Context: an optimization exercise on an open-source flow, tuned for small area and a short achievable clock period. The choices shown serve that exercise and are no tape-out recipe.
No run shown here included a check of the RTL's function; only the layout flow was run.
Power figures rest on the tool's default switching activity, not on a simulated workload.

[flow/flow/run.sh]
#!/bin/bash
set -e
ls -la > files.log 2>&1
cp standard.sh standard_sh.copy.log 2>/dev/null || true
export BUFFER_PORTS_ARGS="-buffer_cell sky130_fd_sc_hd__buf_2"
bash standard.sh > standard.log 2>&1
[flow/standard.sh]
#!/bin/bash
# synth_recipe.tcl (not shown) runs the flow's synth.tcl, then flattens the netlist and writes it again
# the make line also repeats each setting of config.mk as NAME=value (left out here)
make -C /OpenROAD-flow-scripts/flow DESIGN_CONFIG=/design/flow/config.mk WORK_HOME=/design/flow/orfs CLKGATE_MAP_FILE= SYNTH_SCRIPT=/design/flow/synth_recipe.tcl "${@:-finish}"
[flow/config.mk]
export PLATFORM = sky130hd
export DESIGN_NAME = fp_logarithm
export DESIGN_NICKNAME = fp_logarithm
export VERILOG_FILES = /design/flow/design.v
export SDC_FILE = /design/flow/constraint.sdc
export NUM_CORES = 4
export LEC_CHECK = 0
export ABC_AREA = 1
export CAP_MARGIN = 20
export CORE_MARGIN = 2
export CORE_UTILIZATION = 65
export SLEW_MARGIN = 20
[flow/constraint.sdc]
create_clock -name core_clock -period 16.0 [get_ports {clk}]
set_input_delay 3.2000 -clock core_clock [delete_from_list [all_inputs] [get_ports {clk}]]
set_output_delay 3.2000 -clock core_clock [all_outputs]
set_load 0.01 [all_outputs]
[flow/design.v]
`timescale 1ns / 1ps
module fp_logarithm(in_val, clk, ln_output, rst);
input  [31:0] in_val;
input         clk, rst;
output [31:0] ln_output;
localparam [20:0] K8 = 21'h162E43;    
reg [27:0] cX;     
reg [1:0]  m10;    
wire [22:0] cM = {~cX[27:7], m10};
reg [7:0]  cE;
reg [3:0]  st;
reg [32:0] accr;    
reg [31:0] outr;
reg        a2d;
reg [2:0]  h;
reg        sel4, sel1, sel0, sel4n, sel1n, sel0n, xsub, lowf;
reg        one1, two1, neg1, one2, two2, neg2, holdr;
reg        one1n, two1n, neg1n, one2n, two2n, neg2n;
assign ln_output = outr;
always @(posedge clk) begin
  m10 <= in_val[1:0];
  cE <= in_val[30:23];
  st <= st + 4'd1;
end
wire e127c = (cE == 8'd127);
wire subc  = ~cE[7] & ~(&cE[6:0]);           
wire [6:0] ev = subc ? ~cE[6:0] : (cE[6:0] + 7'd1);
reg  [2:0] msbev;
always @* begin
  casez (ev)
    7'b1??????: msbev = 3'd6;
    7'b01?????: msbev = 3'd5;
    7'b001????: msbev = 3'd4;
    7'b0001???: msbev = 3'd3;
    7'b00001??: msbev = 3'd2;
    7'b000001?: msbev = 3'd1;
    default:    msbev = 3'd0;
  endcase
end
wire [6:0] evn   = ev << (3'd6 - msbev);
wire       ovfc  = (evn >= 7'd93);
wire e127 = e127c;
wire e255 = (cE == 8'd255);
wire sub  = subc;
wire ovf  = ovfc;
wire [2:0] delta = msbev + {2'b0, ovfc};
wire [3:0]  ns   = st + 4'd1;
wire ldPA = (ns == 4'd11);
wire ldPB = (ns == 4'd12);
always @(posedge clk) begin
  if (ldPA)      cX <= ovf ? {7'b0, K8} : {6'b0, K8, 1'b0};
  else if (ldPB) cX <= ovf ? {3'b0, K8, 4'b0} : {2'b0, K8, 5'b0};
  else           cX <= {~in_val[22:2], 7'b0};
end
wire [24:0] mext = {1'b0, cM, 1'b0};
wire [8:0]  eext = {1'b0, evn, 1'b0};
reg  [4:0]  win;
reg         hnext;
always @* begin
  win = 5'd0;
  hnext = 1'b0;
  case (ns)
    4'd0: win = mext[4:0];
    4'd1: begin win = mext[8:4];   hnext = e127 & (cM[22:3]  == 20'd0); end
    4'd2: begin win = mext[12:8];  hnext = e127 & (cM[22:7]  == 16'd0); end
    4'd3: begin win = mext[16:12]; hnext = e127 & (cM[22:11] == 12'd0); end
    4'd4: begin win = mext[20:16]; hnext = e127 & (cM[22:15] == 8'd0);  end
    4'd5: begin win = mext[24:20]; hnext = e127 & (cM[22:19] == 4'd0);  end
    4'd11: win = e127 ? 5'd0 : eext[4:0];
    4'd12: win = e127 ? 5'd0 : eext[8:4];
    default: win = 5'd0;
  endcase
  if (hnext) win = 5'd0;
end
always @(posedge clk) begin
  one1 <= win[1] ^ win[0];
  two1 <= (win[2] & ~win[1] & ~win[0]) | (~win[2] & win[1] & win[0]);
  neg1 <= win[2] & ~(win[1] & win[0]);
  one2 <= win[3] ^ win[2];
  two2 <= (win[4] & ~win[3] & ~win[2]) | (~win[4] & win[3] & win[2]);
  neg2 <= win[4] & ~(win[3] & win[2]);
  one1n <= ~(win[1] ^ win[0]);
  two1n <= ~((win[2] & ~win[1] & ~win[0]) | (~win[2] & win[1] & win[0]));
  neg1n <= ~(win[2] & ~(win[1] & win[0]));
  one2n <= ~(win[3] ^ win[2]);
  two2n <= ~((win[4] & ~win[3] & ~win[2]) | (~win[4] & win[3] & win[2]));
  neg2n <= ~(win[4] & ~(win[3] & win[2]));
  holdr <= hnext;
end
reg isQ, isPA, isPB, isS0, isOut;
always @(posedge clk) begin
  isQ   <= (ns <= 4'd5);
  isPA  <= (ns == 4'd11);
  isPB  <= (ns == 4'd12);
  isS0  <= (ns == 4'd0);
  isOut <= (ns == 4'd13);
end
wire c1 = isQ & ~m10[1];
wire [28:0] X = {isQ, cX};
wire [32:0] lowm = isQ ? 33'h7F : (isPB ? 33'hF : 33'h0);
wire [29:0] c1v  = {22'd0, c1, 7'd0};
wire [29:0] one1v = {{15{~one1n}}, {15{one1}}};
wire [29:0] two1v = {{15{~two1n}}, {15{two1}}};
wire [29:0] neg1v = {{15{~neg1n}}, {15{neg1}}};
wire [29:0] one2v = {{15{~one2n}}, {15{one2}}};
wire [29:0] two2v = {{15{~two2n}}, {15{two2}}};
wire [29:0] neg2v = {{15{~neg2n}}, {15{neg2}}};
wire [29:0] base1 = (one1v & {1'b0, X}) | (two1v & ({X, 1'b0} | c1v));
wire [29:0] base2 = (one2v & {1'b0, X}) | (two2v & ({X, 1'b0} | c1v));
wire [32:0] r1 = {{3{~neg1n}}, base1 ^ (neg1v & ~lowm[29:0])};
wire [32:0] r2 = {{3{~neg2n}}, base2 ^ (neg2v & ~lowm[29:0])};
wire a1 = (one1 | two1) & (neg1 ^ c1);
wire a2 = (one2 | two2) & (neg2 ^ c1);
wire [32:0] ex_a1 = isQ ? ({32'd0, a1} << 7) : (isPB ? ({32'd0, a1} << 4) : {32'd0, a1});
wire [32:0] ex_a2 = isPB ? ({32'd0, a2d} << 2) : ({32'd0, a2d} << 5);
wire [32:0] r2s = {r2[30:0], 2'b00} | ex_a1 | ex_a2;
wire mask = isPA & ~e127;
wire [29:0] s4v = {{15{~sel4n}}, {15{sel4}}};
wire [29:0] s1v = {{15{~sel1n}}, {15{sel1}}};
wire [29:0] s0v = {{15{~sel0n}}, {15{sel0}}};
wire [29:0] acc = (s4v & {accr[32], accr[32:4]}) | (s1v & accr[30:1]) | (s0v & accr[29:0]);
wire [29:0] acc_in = {acc[29:4] ^ {26{xsub}}, lowf ? {4{xsub}} : acc[3:0]};
wire cin = xsub;
wire [32:0] opa = {{3{acc_in[29]}}, acc_in};
wire [32:0] csa_s = opa ^ r1 ^ r2s;
wire [32:0] csa_c = {(opa[31:0] & r1[31:0]) | (opa[31:0] & r2s[31:0]) | (r1[31:0] & r2s[31:0]), cin};
wire [32:0] sum = csa_s + csa_c;
reg [1:0] shn, shr;
reg e127al;
always @* begin
  shn = 2'd0;
  if (ns <= 4'd5) shn = hnext ? 2'd0 : 2'd2;
  else if (~e127) case (ns)
    4'd6:  shn = delta[2] ? 2'd2 : 2'd0;
    4'd7, 4'd8: shn = delta[1] ? 2'd1 : 2'd0;
    4'd9:  shn = delta[0] ? 2'd1 : 2'd0;
    4'd12: shn = 2'd2;
    default: shn = 2'd0;
  endcase
end
always @(posedge clk) begin
  shr    <= shn;
  e127al <= e127 & (ns >= 4'd7) & (ns <= 4'd10);
end
wire ge24 = |acc[29:24];
wire [1:0] shs = e127al ? {1'b0, ge24} : shr;
always @(posedge clk) begin
  accr <= sum;
  sel4 <= (shs == 2'd2) & (ns != 4'd0);
  sel1 <= (shs == 2'd1) & (ns != 4'd0);
  sel0 <= (shs == 2'd0) & (ns != 4'd0);
  sel4n <= ~((shs == 2'd2) & (ns != 4'd0));
  sel1n <= ~((shs == 2'd1) & (ns != 4'd0));
  sel0n <= ~((shs == 2'd0) & (ns != 4'd0));
  xsub <= (ns == 4'd11) & ~e127 & sub;
  lowf <= (ns == 4'd11) & ~e127;
  a2d <= ((isQ & ~holdr) | isPA) ? a2 : 1'b0;
  if (isS0) h <= 3'd0;
  else if (e127al & ge24) h <= h + 3'd1;
end
wire [24:0] xv = acc[24:0];
reg  [22:0] field;
reg  [1:0]  pofs;  
always @* begin
  if (xv[24])      begin field = xv[23:1];                  pofs = 2'd3; end
  else if (xv[23]) begin field = {xv[22:1], 1'b0};          pofs = 2'd2; end
  else if (xv[22]) begin field = {xv[21:1], 2'b00};         pofs = 2'd1; end
  else             begin field = {xv[20:1], 3'b000};        pofs = 2'd0; end
end
wire [2:0] z = {2'b0, cM[22:3] == 20'd0} + {2'b0, cM[22:7] == 16'd0} + {2'b0, cM[22:11] == 12'd0}
             + {2'b0, cM[22:15] == 8'd0} + {2'b0, cM[22:19] == 4'd0};
wire [7:0] expo = e127 ? (8'd120 - {3'b0, z, 2'b00} + {5'b0, h} + {6'b0, pofs})
                       : (8'd124 + {5'b0, delta} + {6'b0, pofs});
always @(posedge clk) outr[31] <= sub | e255;    
always @(posedge clk) begin
  if (isOut) begin
    if (e255)                    outr[30:0] <= 31'h4f317216;
    else if (e127 && cM == 23'd0) outr[30:0] <= 31'h00800000;
    else                         outr[30:0] <= {expo, field};
  end
end
endmodule
==> results of run 1 <==
-- cells by family (layout without fill, tap and decap cells) --
group,Yosys count,after routing
AND/OR/NAND/NOR,473,473
XOR/XNOR,124,124
adder cells (fa/ha/maj),92,92
AO/OA/AOI/OAI,296,296
flip-flops,138,138
buffers and inverters,274,333
-- cell usage in the layout (no fill, tap or decap), types with 4 or more instances in the layout --
master and n:
fa_1 35, buf_2 63, ha_1 57, o221ai_1 8, nand2_2 15, a31oi_1 7, o21ai_1 7, o22ai_1 66
o21a_1 5, xor2_1 102, clkbuf_16 17, nor2_4 4, nor3_1 16, nor2_1 89, bufinv_16 4, xnor2_1 22
edfxtp_1 31, a211oi_1 20, buf_4 4, o21ai_2 6, nand3_1 65, o211ai_1 10, o21ai_0 72, inv_2 17
nand2_1 233, inv_1 214, dfxtp_1 107, a21oi_1 78, nand4_1 10, nand2_4 6, nor4_1 8, nand3_2 7
or2_2 5
-- metrics by stage --
| stage | area (um^2) | setup slack, ps | hold WS, ps | util |
|---|---|---|---|---|
| after floorplan | 10600 | 11780 | 413 | - |
| after global placement | 11000 | 11060 | 431 | 0.695 |
| after detailed placement | 11000 | 11000 | 440 | 0.695 |
| after CTS | 11700 | 10970 | 441 | 0.735 |
| after global routing | 11700 | 10480 | 468 | 0.735 |
| final | 11700 | 10960 | 439 | 0.735 |
-- metal layers --
layer,wire (um),vias to the layer above
met1,12200,4381
met3,1930,62
met4,916,0
met5,0,-
met2,12500,417
li1,-,4737
-- worst max-delay path by stage --
stage	from	endpoint	slack (ps)	cells after the start
floorplan	cE[0]$_DFF_P_	outr[25]$_SDFFCE_PP1P_	11780	27
global placement	cE[0]$_DFF_P_	outr[25]$_SDFFCE_PP1P_	11060	26
detailed placement	cE[0]$_DFF_P_	outr[25]$_SDFFCE_PP1P_	11000	26
CTS	cE[0]$_DFF_P_	outr[25]$_SDFFCE_PP1P_	10970	26
global route	cE[0]$_DFF_P_	outr[27]$_SDFFCE_PP1P_	10480	28
finish	cE[0]$_DFF_P_	outr[25]$_SDFFCE_PP1P_	10960	26
-- final cells by class --
| cell class | count | share of cell area |
|---|---|---|
| multi-input combinational | 985 | 0.555 |
| sequential | 138 | 0.263 |
| inverter | 234 | 0.0755 |
| clock buffer | 21 | 0.0395 |
| timing repair buffer | 67 | 0.0296 |
| tap | 216 | 0.0232 |
| clock inverter | 11 | 0.0144 |
-- sequential cells by signal (all words and copies together) (netlist names), 2 cells and up --
signal and flops:
cX 27, st 4, h 3, outr 32, accr 33, m10 2
cE 8, shr 2
-- power by group --
part	switching (uW)	internal [uW]	leakage (uW)	total, uW
Clock	157	269	0.000304	426
Sequential	8.94	366	0.00112	375
Combinational	69.2	39.0	0.00396	108
-- worst max-delay path, delay by kind of cell (launching register included) --
kind / cells / cell delay (ps)
buffers and inverters: 4 / 480
AOI/OAI and AO/OA: 4 / 520
adders and majority gates: 6 / 1880
and+or+nand+nor: 12 / 1480
DFF: 1 / 400
==> impl_results.md, run 1 <==
- Outcome: timing/DRC/antenna clean
- Synth Instances: 1,397
- Synth area leaders: dfxtp_1, edfxtp_1, xor2_1, nand2_1, inv_1
- Post-DP HPWL: 21,300 um
- GR Util met1: 0.433
- Top Usage Layer GRT: met2
- CP required: 16,150 ps
- Max clock buf depth: 2
- CTS Buf Count: 17
- Setup TNS Final: 0 ps
- WL per Instance: 16.5 um
- Final setup violation count: 0
- Rows: 46
- Congestion Overflow GR: 0
- Antenna Cells: 0
- RD Place Congestion: 0.983
- Fmax: 198 MHz
- Hold Violations, Final: 0
- Final cell count without fillers: 1,672
- Post-synth EDFFs: 31
- CTS H-tree lvls: 4
- Vias post-DR: 9,597
- CP Launch Type: flip-flop
- First-pass GRT wire length: 44,500 um
- Post-Synth Simple-Gate Area: 0.207
- Commonest cells in the netlist: nand2_1, inv_1, dfxtp_1
- Reg-to-Reg Start: cE[0]$_DFF_P_
- DIE AREA: 17,300 um^2
- Clock sinks: 138
- Pwr/cell area: 77.9 nW/um^2
- Post-synthesis mux area share: 0
- Number of global-route vias before repair: 8,974
- Largest net degree at the start of global routing: 32
- Final nets: 1,569
- Adder-Cell Fraction of Synth Area: 0.134
- Crit Path Class: reg2reg
- Area leader, netlist: dfxtp_1
- Synthesized Nets: 1,523
- Vias per cell: 5.74
- Largest family of logic cells by synthesized area: simple AND/OR/NAND/NOR gates
- HP Class: reg2reg
- Router iterations before antenna repair: 8
- Area Overhead vs Synth: 10.4%
- Root buffer cell: clkbuf_16
- IO buf count: 63
- Post-CTS resize count: 0
- Ys async rst share: 0
- CP most frequent cell: ha_1
- Max incr delay on CP: 440 ps
- Slew Viols, Final: 0
- WP data arrival: 5200 ps
- Initial antenna violation count: 0
- Rel. slew slack: 0.369
- Synth warn: 1
- Initial core utilization: 0.666
- Area of the multi-input gates: 6470 um^2
- Cell Area, Synth: 10,600 um^2
- Design Power: 909 uW
- Placed cell count: 1,640
- Die X: 132 um
- Crit path capture type: flip-flop
- Max-cap violations: 0
- DRC errors left: 0
- Area share of the largest cell type after synthesis: 0.203
- Initial DRC count: 892
- Yosys cell types: 52
- Yosys reg bits: 138
- Unrepaired setup endpoints after global routing: false
- Leakage: 0.00538 uW
- WHS Path Cells: 1
- Worst Hold Launch: isS0$_DFF_P_
- TritonCTS clock tree: built
- Reg2Reg Depth: 26
- Final min period: 5040 ps
- Later-pin clock latency in the skew report: 430 ps
- Syn_area_per_cell: 7.57 um^2
- Die Y: 132 um
- Count leader, synth: nand2_1
- Synth Flop Type: dfxtp_1
- Post-synthesis compound-gate area fraction: 0.168
- Filler cells: 1,315
- Met2 Use GR: 0.508
- Hold_buf cts: 0
- WHS Endpoint: h[0]$_SDFFE_PP0P_
- Met3 Resource Use GR: 0.0548
- Period utilization: 0.315
- Routed Antenna Nets: 0
- CP max-delay cell: fa_1
- Max Clock Skew: 10.0 ps
- Routed WL: 27,500 um
- Worst-Margin Slew: 945 ps
- Worst r2r dst: outr[25]$_SDFFCE_PP1P_
- Register Area: 3070 um^2
- Seq/Total Area, Yosys: 0.291
- Gr usage total: 0.320
- VDD IR max: 78.8 uV
- Core Region: 15,900 um^2
- I/O pin count: 66
- Number of post-CTS setup repair buffers: 0
- Clock-pin slew on the worst setup and hold paths: 60 ps
- FF-to-FF setup slack: 10,960 ps
- Share of layout cells above drive strength 1: 0.117
- XOR/XNOR Fraction of Synth Area: 0.103
- Crit-path max FO: 11
==> run 2, diff against run 1 <==
--- a/flow/config.mk
+++ b/flow/config.mk
@@ -9,4 +9,5 @@
 export CAP_MARGIN = 20
 export CORE_MARGIN = 2
-export CORE_UTILIZATION = 65
+export CORE_UTILIZATION = 70
+export PLACE_DENSITY = 0.8
 export SLEW_MARGIN = 20
==> run 2 against run 1 <==
Net effect:
- global-route usage grew 3.1 points
- final cell count shrank 1.9%
- critical path depth is the same
- largest power group unchanged
- combinational power is essentially flat
- still clean on timing, DRC and antenna
- utilization grew 5.6 points
==> impl_results.md, run 2 <==
- Top flop regs: accr (33), outr (32), cX (27) (unchanged)
- Antenna Cells: 0 (unchanged)
- Crit-path max FO: 11 (unchanged)
- Final core occ: 0.790 (was 0.735)
- Hold_buf cts: 0 (unchanged)
- Rows: 44 (was 46)
- Share of layout cells above drive strength 1: 0.117 (unchanged)
- Placed cell count: 1,609 (was 1,640)
- Leakage: 0.00536 uW (was 0.00538 uW)
- Yosys reg bits: 138 (unchanged)
- Die Y: 127 um (was 132 um)
- Final setup violation count: 0 (unchanged)
- Max Clock Skew: 8.32 ps (was 10.0 ps)
- Synth warn: 1 (unchanged)
- Commonest non-fill, non-tap cell in the layout: nand2_1 (unchanged)
- Later-pin clock latency in the skew report: 430 ps (about the same)
- Commonest cells in the netlist: nand2_1, inv_1, dfxtp_1 (unchanged)
- First-pass GRT wire length: 44,900 um (was 44,500 um)
- DP Area: 11,000 um^2 (about the same)
- Clock-pin slew on the worst setup and hold paths: 60 ps (about the same)
- Largest net degree at the start of global routing: 32 (unchanged)
- CP max-delay cell: fa_1 (unchanged)
- Max clock buf depth: 2 (unchanged)
- Hold Violations, Final: 0 (unchanged)
- I/O pin count: 66 (unchanged)
- Final instance area: 11,600 um^2 (was 11,700 um^2)
- Max-cap violations: 0 (unchanged)
- Count leader, synth: nand2_1 (unchanged)
- Unrepaired setup endpoints after global routing: false (unchanged)
- DIE AREA: 16,100 um^2 (was 17,300 um^2)
- Crit Path Class: reg2reg (unchanged)
- Synth area leaders: dfxtp_1, edfxtp_1, xor2_1, nand2_1, inv_1 (unchanged)
- Area share of the largest cell type after synthesis: 0.203 (unchanged)
- CTS H-tree lvls: 4 (unchanged)
- Vias post-DR: 9,912 (was 9,597)
- Gr usage total: 0.351 (was 0.320)
- Final cell count without fillers: 1,640 (was 1,672)
- Core Region: 14,600 um^2 (was 15,900 um^2)
- Number of global-route vias before repair: 9,297 (was 8,974)
- WL per Instance: 16.9 um (was 16.5 um)
- Post-CTS resize count: 0 (unchanged)
- Rel. slew slack: 0.359 (was 0.369)
- Cell Area, Synth: 10,600 um^2 (unchanged)
- Slew Viols, Final: 0 (unchanged)
- Final min period: 5210 ps (was 5040 ps)
- Worst-Margin Slew: 954 ps (was 945 ps)
- Buf/Inv on CP: 4 (unchanged)
- Max reg flops: 33 (unchanged)
- Area of the multi-input gates: 6470 um^2 (unchanged)
- Ys async rst share: 0 (unchanged)
- Initial core utilization: 0.722 (was 0.666)
- Synth Flop Type: dfxtp_1 (unchanged)
- CP most frequent cell: ha_1 (unchanged)
- TritonCTS clock tree: built (unchanged)
- Clock sinks: 138 (unchanged)
- Seq/Total Area, Yosys: 0.291 (unchanged)
- Routed Antenna Nets: 0 (unchanged)
- CP required: 16,150 ps (about the same)
- Number of post-CTS setup repair buffers: 0 (unchanged)
- WP data arrival: 5360 ps (was 5200 ps)
- Router iterations before antenna repair: 7 (was 8)
- CP Launch Type: flip-flop (unchanged)
- HP Class: reg2reg (unchanged)
- IO buf count: 63 (unchanged)
- Period utilization: 0.325 (was 0.315)
- Routed WL: 27,800 um (was 27,500 um)
- Fmax: 192 MHz (was 198 MHz)
- VDD IR max: 71.9 uV (was 78.8 uV)
- Design Power: 866 uW (was 909 uW)
- Yosys cell types: 52 (unchanged)
- Final nets: 1,570 (was 1,569)
- Synthesized Nets: 1,523 (unchanged)
- Initial antenna violation count: 0 (unchanged)
- Die X: 127 um (was 132 um)
- RD Place Congestion: 0.972 (was 0.983)
- Most flops, register: accr (unchanged)
- Initial DRC count: 1,047 (was 892)
- Syn_area_per_cell: 7.57 um^2 (unchanged)
- DRC errors left: 0 (unchanged)
- CTS Buf Count: 17 (unchanged)
- Root buffer cell: clkbuf_16 (unchanged)
- Post-synth EDFFs: 31 (unchanged)
- Register Area: 3070 um^2 (unchanged)
- Vias per cell: 6.04 (was 5.74)
- Congestion Overflow GR: 0 (unchanged)
- CP delay by family, top: adder cells (unchanged)
- Area Overhead vs Synth: 9.44% (was 10.4%)
- Pwr/cell area: 74.8 nW/um^2 (was 77.9 nW/um^2)
- Setup TNS Final: 0 ps (unchanged)
- Outcome: timing/DRC/antenna clean (unchanged)
- Most frequent cells in the layout: nand2_1, inv_1, dfxtp_1, xor2_1, nor2_1 (unchanged)
- Max incr delay on CP: 460 ps (was 440 ps)
- Filler cells: 1,065 (was 1,315)
- Post-DP HPWL: 21,200 um (was 21,300 um)
- Synth Instances: 1,397 (unchanged)
- Area leader, netlist: dfxtp_1 (unchanged)
- Crit path capture type: flip-flop (unchanged)
-- run 2: cell counts after synthesis --
Identical to the previous run, type by type.
-- run 2: through the flow --
step                setup WS (ps)  hold WS (ps)
finish                      10790           461
global route                10390           484
CTS                         10850           455
detailed placement          10930           447
global placement            11070           441
floorplan                   11780           413
-- run 2: path summary, 6_finish.rpt --
kind	cells past startpoint	end	slack [ps]	start
min	1	h[0]$_SDFFE_PP0P_	460	isS0$_DFF_P_
min reg2reg	1	h[0]$_SDFFE_PP0P_	460	isS0$_DFF_P_
max	26	outr[25]$_SDFFCE_PP1P_	10790	cE[0]$_DFF_P_
max reg2reg	26	outr[25]$_SDFFCE_PP1P_	10790	cE[0]$_DFF_P_
-- run 2: per-layer routing --
layer / global-route usage / share of wire
met1: 0.452 / 0.41
met2: 0.566 / 0.45
met4: 0.178 / 0.049
met3: 0.0666 / 0.083
met5: 0 / 0
-- run 2: report_power, final --
part	internal (uW)	switching, uW	leakage [uW]	total (uW)
Combinational	39.5	70.9	0.00396	110
Sequential	366	8.55	0.00112	374
Clock	226	155	0.000275	381
Total	632	234	0.00536	866
-- run 2: cell type report --
cell class / count / area share
repair buffers: 68 / 0.0305
clock buffers: 21 / 0.0408
well taps: 184 / 0.0199
multi-input cells: 985 / 0.559
inverters: 234 / 0.0761
clock inverters: 10 / 0.00800
flip-flops and latches: 138 / 0.265
-- run 2: cells by family (layout without fill, tap and decap cells) --
group	count (synthesis)	in the layout	synth area share
AO/OA/AOI/OAI	296	296	0.168
XOR/XNOR	124	124	0.103
adder cells (fa/ha/maj)	92	92	0.134
buffers and inverters	274	333	0.0983
flip-flops	138	138	0.291
AND/OR/NAND/NOR	473	473	0.207

what the ideal ports hide:
The results above use ideal ports. As a check the final layouts listed here were re-extracted and re-timed, cells and wires unchanged.
Step 1: set_driving_cell puts a clkbuf_16 on clk and a buf_2 on each other input, an assumption about the parent block.
Step 2 also shifts input and output timing later by t, the mid clock arrival at the registers, as if the neighbouring blocks saw the same clock.
Three values: ideal, step 1, step 2; two values: the first two.
run | t, ns | slack for setup (ns) | latest minus earliest clock arrival (ns)
run 1 | 0.470 | 10.957 / 10.957 / 10.957 | 0.010 / 0.010
run 2 | 0.470 | 10.793 / 10.793 / 10.793 | 0.008 / 0.008
After both steps every run listed still meets setup and hold.
